Background: an optimization exercise with open tools, aiming at small area. Do not read the settings as production practice.
In this exercise RTL edits were held to simulation tests only and were not proved equivalent to the original.
No activity file was given, so power comes from the tool's default toggle rates.

run 1:
// top_level
module top_level(
   input         clk,
   input         rst,
   input  [31:0] wb_addr,   
   input         wb_we,     
   input         wb_stb,   
   input         wb_cyc,   
   input  [31:0] wb_dout,   
   output [31:0] wb_din,    
   output        wb_ack,    
   output        spi_mosi,
   output        spi_sck,
   output        spi_ss,
   input         spi_miso
);
wire [10:0] dout;
wire [ 8:0] din;
wire sel, rdack, cmd, wr, rd, ack;
assign wb_din = {23'b0, din};
wishbone_if wishbone_interface (
   .clk(clk), 
   .rst(rst), 
   .wb_addr(wb_addr), 
   .wb_we(wb_we), 
   .wb_stb(wb_stb), 
   .wb_cyc(wb_cyc), 
   .wb_dout(wb_dout), 
   .wb_ack(wb_ack), 
   .dout(dout), 
   .sel(sel), 
   .rdack(rdack), 
   .cmd(cmd), 
   .wr(wr), 
   .rd(rd), 
   .ack(ack)
);
spi_if spi_interface (
   .clk(clk),
   .rst(rst),
   .din(dout),
   .sel(sel),
   .rdack(rdack),
   .cmd(cmd),
   .wr(wr),
   .rd(rd),
   .dout(din),
   .ack(ack),
   .spi_mosi(spi_mosi),
   .spi_sck(spi_sck),
   .spi_ss(spi_ss),
   .spi_miso(spi_miso)
);
endmodule
Size in the first run: roughly 1,200 cells after synthesis, roughly 110 I/O pins.
Settings: LEC_CHECK=0, ABC_AREA=1, CAP_MARGIN=0, CORE_MARGIN=2, CORE_UTILIZATION=70, CTS_BUF_LIST=sky130_fd_sc_hd__clkbuf_8, CTS_CLUSTER_DIAMETER=60, CTS_CLUSTER_SIZE=18, SLEW_MARGIN=0, SYNTH_HIERARCHICAL=1; clock period 3.5 ns.
standard.sh (not shown) runs the stock make flow with config.mk's settings and CLKGATE_MAP_FILE= SYNTH_SCRIPT=/design/flow/synth_recipe.tcl, a recipe that flattens the netlist after the stock synthesis.
==> flow/flow/run.sh <==
#!/bin/bash
# Own flow: the standard layout, but synthesis maps logic with an
# area-oriented ABC script (flow/area.abc). Each tool's output goes to a log
# file in the work folder.
set -euo pipefail
W=$(pwd)
export OWN_WORK=$W
export OWN_ABC_SCRIPT=$W/flow/area.abc
make -C "$FLOW_HOME" DESIGN_CONFIG="$W/config.mk" WORK_HOME="$W/orfs" CLKGATE_MAP_FILE= \
  SYNTH_SCRIPT="$W/flow/own_synth.tcl" synth > "$W/own_synth.log" 2>&1
export BUFFER_PORTS_ARGS="-buffer_cell sky130_fd_sc_hd__buf_1"
export GPL_KEEP_OVERFLOW=0
bash standard.sh > "$W/standard.log" 2>&1
==> flow/flow/area.abc <==
strash
dch
amap
topo
==> flow/flow/own_synth.tcl <==
proc abc {args} {
  set i [lsearch -exact $args -script]
  if {$i >= 0} { lset args [expr {$i + 1}] $::env(OWN_ABC_SCRIPT) }
  yosys abc {*}$args
}
source $::env(OWN_WORK)/synth_recipe.tcl
The following lists how run 2 was set up differently from run 1:
# run 1
export LEC_CHECK = 0
export ABC_AREA = 1
export CAP_MARGIN = 0
export CORE_MARGIN = 2
export CORE_UTILIZATION = 70
export CTS_BUF_LIST = sky130_fd_sc_hd__clkbuf_8
export CTS_CLUSTER_DIAMETER = 60
export CTS_CLUSTER_SIZE = 18
export SLEW_MARGIN = 0
export SYNTH_HIERARCHICAL = 1
create_clock -name core_clock -period 3.5 [get_ports {clk}]
# run 2
export LEC_CHECK = 0
export ABC_AREA = 1
export CAP_MARGIN = 0
export CORE_MARGIN = 2
export CORE_UTILIZATION = 72
export CTS_BUF_LIST = sky130_fd_sc_hd__clkbuf_8
export CTS_CLUSTER_DIAMETER = 60
export CTS_CLUSTER_SIZE = 18
export SLEW_MARGIN = 0
export SYNTH_HIERARCHICAL = 1
create_clock -name core_clock -period 3.5 [get_ports {clk}]
-- flow/flow/run.sh --
<<< run 1, line 11
export BUFFER_PORTS_ARGS="-buffer_cell sky130_fd_sc_hd__buf_1"
export GPL_KEEP_OVERFLOW=0
bash standard.sh > "$W/standard.log" 2>&1
>>> run 2, line 11
export BUFFER_PORTS_ARGS="-buffer_cell sky130_fd_sc_hd__buf_1"
bash standard.sh > "$W/standard.log" 2>&1
Results
Run 2 finished every stage and its layout cleared the timing, design-rule and antenna checks.
The post-detailed-placement cell area in run 2 sits 1.3% above the value recorded for run 1.
| minimum clock period after layout | run 2 vs run 1 | worse |
Delta(setup slack, run 2 - run 1) < 0
Final-layout clock-cell area share: run 2 > run 1
Taking run 1 as the reference, in run 2 area of the mapped netlist ~0 delta, number of buffers inserted by post-CTS setup repair now smaller, highest achievable clock rate saw a decrease, number of ordinary and repair buffers in the finished layout rose 7.0%, routed wire length shrank by about 7%.
#### Input delta (run 3 over run 2)
# run 2
export LEC_CHECK = 0
export ABC_AREA = 1
export CAP_MARGIN = 0
export CORE_MARGIN = 2
export CORE_UTILIZATION = 72
export CTS_BUF_LIST = sky130_fd_sc_hd__clkbuf_8
export CTS_CLUSTER_DIAMETER = 60
export CTS_CLUSTER_SIZE = 18
export SLEW_MARGIN = 0
export SYNTH_HIERARCHICAL = 1
create_clock -name core_clock -period 3.5 [get_ports {clk}]
# run 3
export LEC_CHECK = 0
export ABC_AREA = 1
export CAP_MARGIN = 0
export CORE_MARGIN = 2
export CORE_UTILIZATION = 70
export CTS_BUF_LIST = sky130_fd_sc_hd__clkbuf_8
export CTS_CLUSTER_DIAMETER = 60
export CTS_CLUSTER_SIZE = 18
export GPL_ROUTABILITY_DRIVEN = 0
export SLEW_MARGIN = 0
export SYNTH_HIERARCHICAL = 1
create_clock -name core_clock -period 3.5 [get_ports {clk}]
Results
- Every stage of the flow completed for run 3, and the final layout passed the timing, design-rule and antenna checks.
- Against run 2, number of fill cells in the layout in run 3 rose by more than 10%.
- Going from run 2 to run 3, switching power summed over all nets was more or less identical, clock group total power was more or less identical.
- Power was higher in run 2 than in run 3.
- Run 2 → run 3: total routed wire length on the met1 layer flat, die height saw an increase, worst setup slack now larger, highest achievable clock rate rose about 2%.
- Diff run 3..run 2 | cell area after layout | negligible
[inputs] run 4 vs run 3
# run 3
export LEC_CHECK = 0
export ABC_AREA = 1
export CAP_MARGIN = 0
export CORE_MARGIN = 2
export CORE_UTILIZATION = 70
export CTS_BUF_LIST = sky130_fd_sc_hd__clkbuf_8
export CTS_CLUSTER_DIAMETER = 60
export CTS_CLUSTER_SIZE = 18
export GPL_ROUTABILITY_DRIVEN = 0
export SLEW_MARGIN = 0
export SYNTH_HIERARCHICAL = 1
create_clock -name core_clock -period 3.5 [get_ports {clk}]
# run 4
export LEC_CHECK = 0
export ABC_AREA = 1
export CAP_MARGIN = 0
export CORE_MARGIN = 2
export CORE_UTILIZATION = 70
export CTS_BUF_LIST = sky130_fd_sc_hd__clkbuf_8
export CTS_CLUSTER_DIAMETER = 45
export CTS_CLUSTER_SIZE = 20
export SLEW_MARGIN = 0
export SYNTH_HIERARCHICAL = 1
create_clock -name core_clock -period 3.5 [get_ports {clk}]
[summary]
According to the power report, total power for run 4 is higher than for run 3. Routed wire length (lower): run 3. Run comparison: run 3 worst-path cell with the longest stage delay nor4_1; run 4 worst-path cell with the longest stage delay dfxtp_2. Run 3 → run 4: cell area rose by about 3%, share of power burned in combinational logic barely changed, number of clock buffers inserted by TritonCTS picked up an extra 13. Per the comparison of run 4 with run 3, fmax grew by 2.1 MHz; mean number of vias per cell decreased 0.98%; clock-buffer cell count shows an increase of 21; switching part of the total power now larger.

==> port drivers added, routing unchanged <==
The results above use ideal ports. As a check the final layouts listed here were re-extracted and re-timed, cells and wires unchanged. Step 1, drivers: a clkbuf_16 drives clk and a buf_2 each remaining input, both assumed. Step 2 moves the port delays by t, midway between the first and last clock arrival at a register: inputs arrive t later, outputs are due t later. That takes back most of the time a late clock gives input paths. Slacks: ideal / step 1 / step 2; pairs: ideal / step 1.
run	shift t [ns]	slack for setup (ns)	worst setup path after step 2	slew at the worst register clock pin (ns)	cell pins on the clock port's net
run 1	0.603	0.132 / 0.091 / -0.340	input to register	0.12 / 0.12	1
run 2	0.592	0.091 / 0.050 / -0.043	input to register	0.12 / 0.12	1
run 3	0.597	0.158 / 0.112 / -0.027	input to register	0.11 / 0.11	1
run 4	0.574	0.182 / 0.140 / -0.088	input to register	0.11 / 0.11	1
Met with ideal ports but missed after step 2: setup timing in every run listed. The setup slack of run 1, which loses most, moves by -0.041 ns with the drivers and by -0.472 ns with both steps.
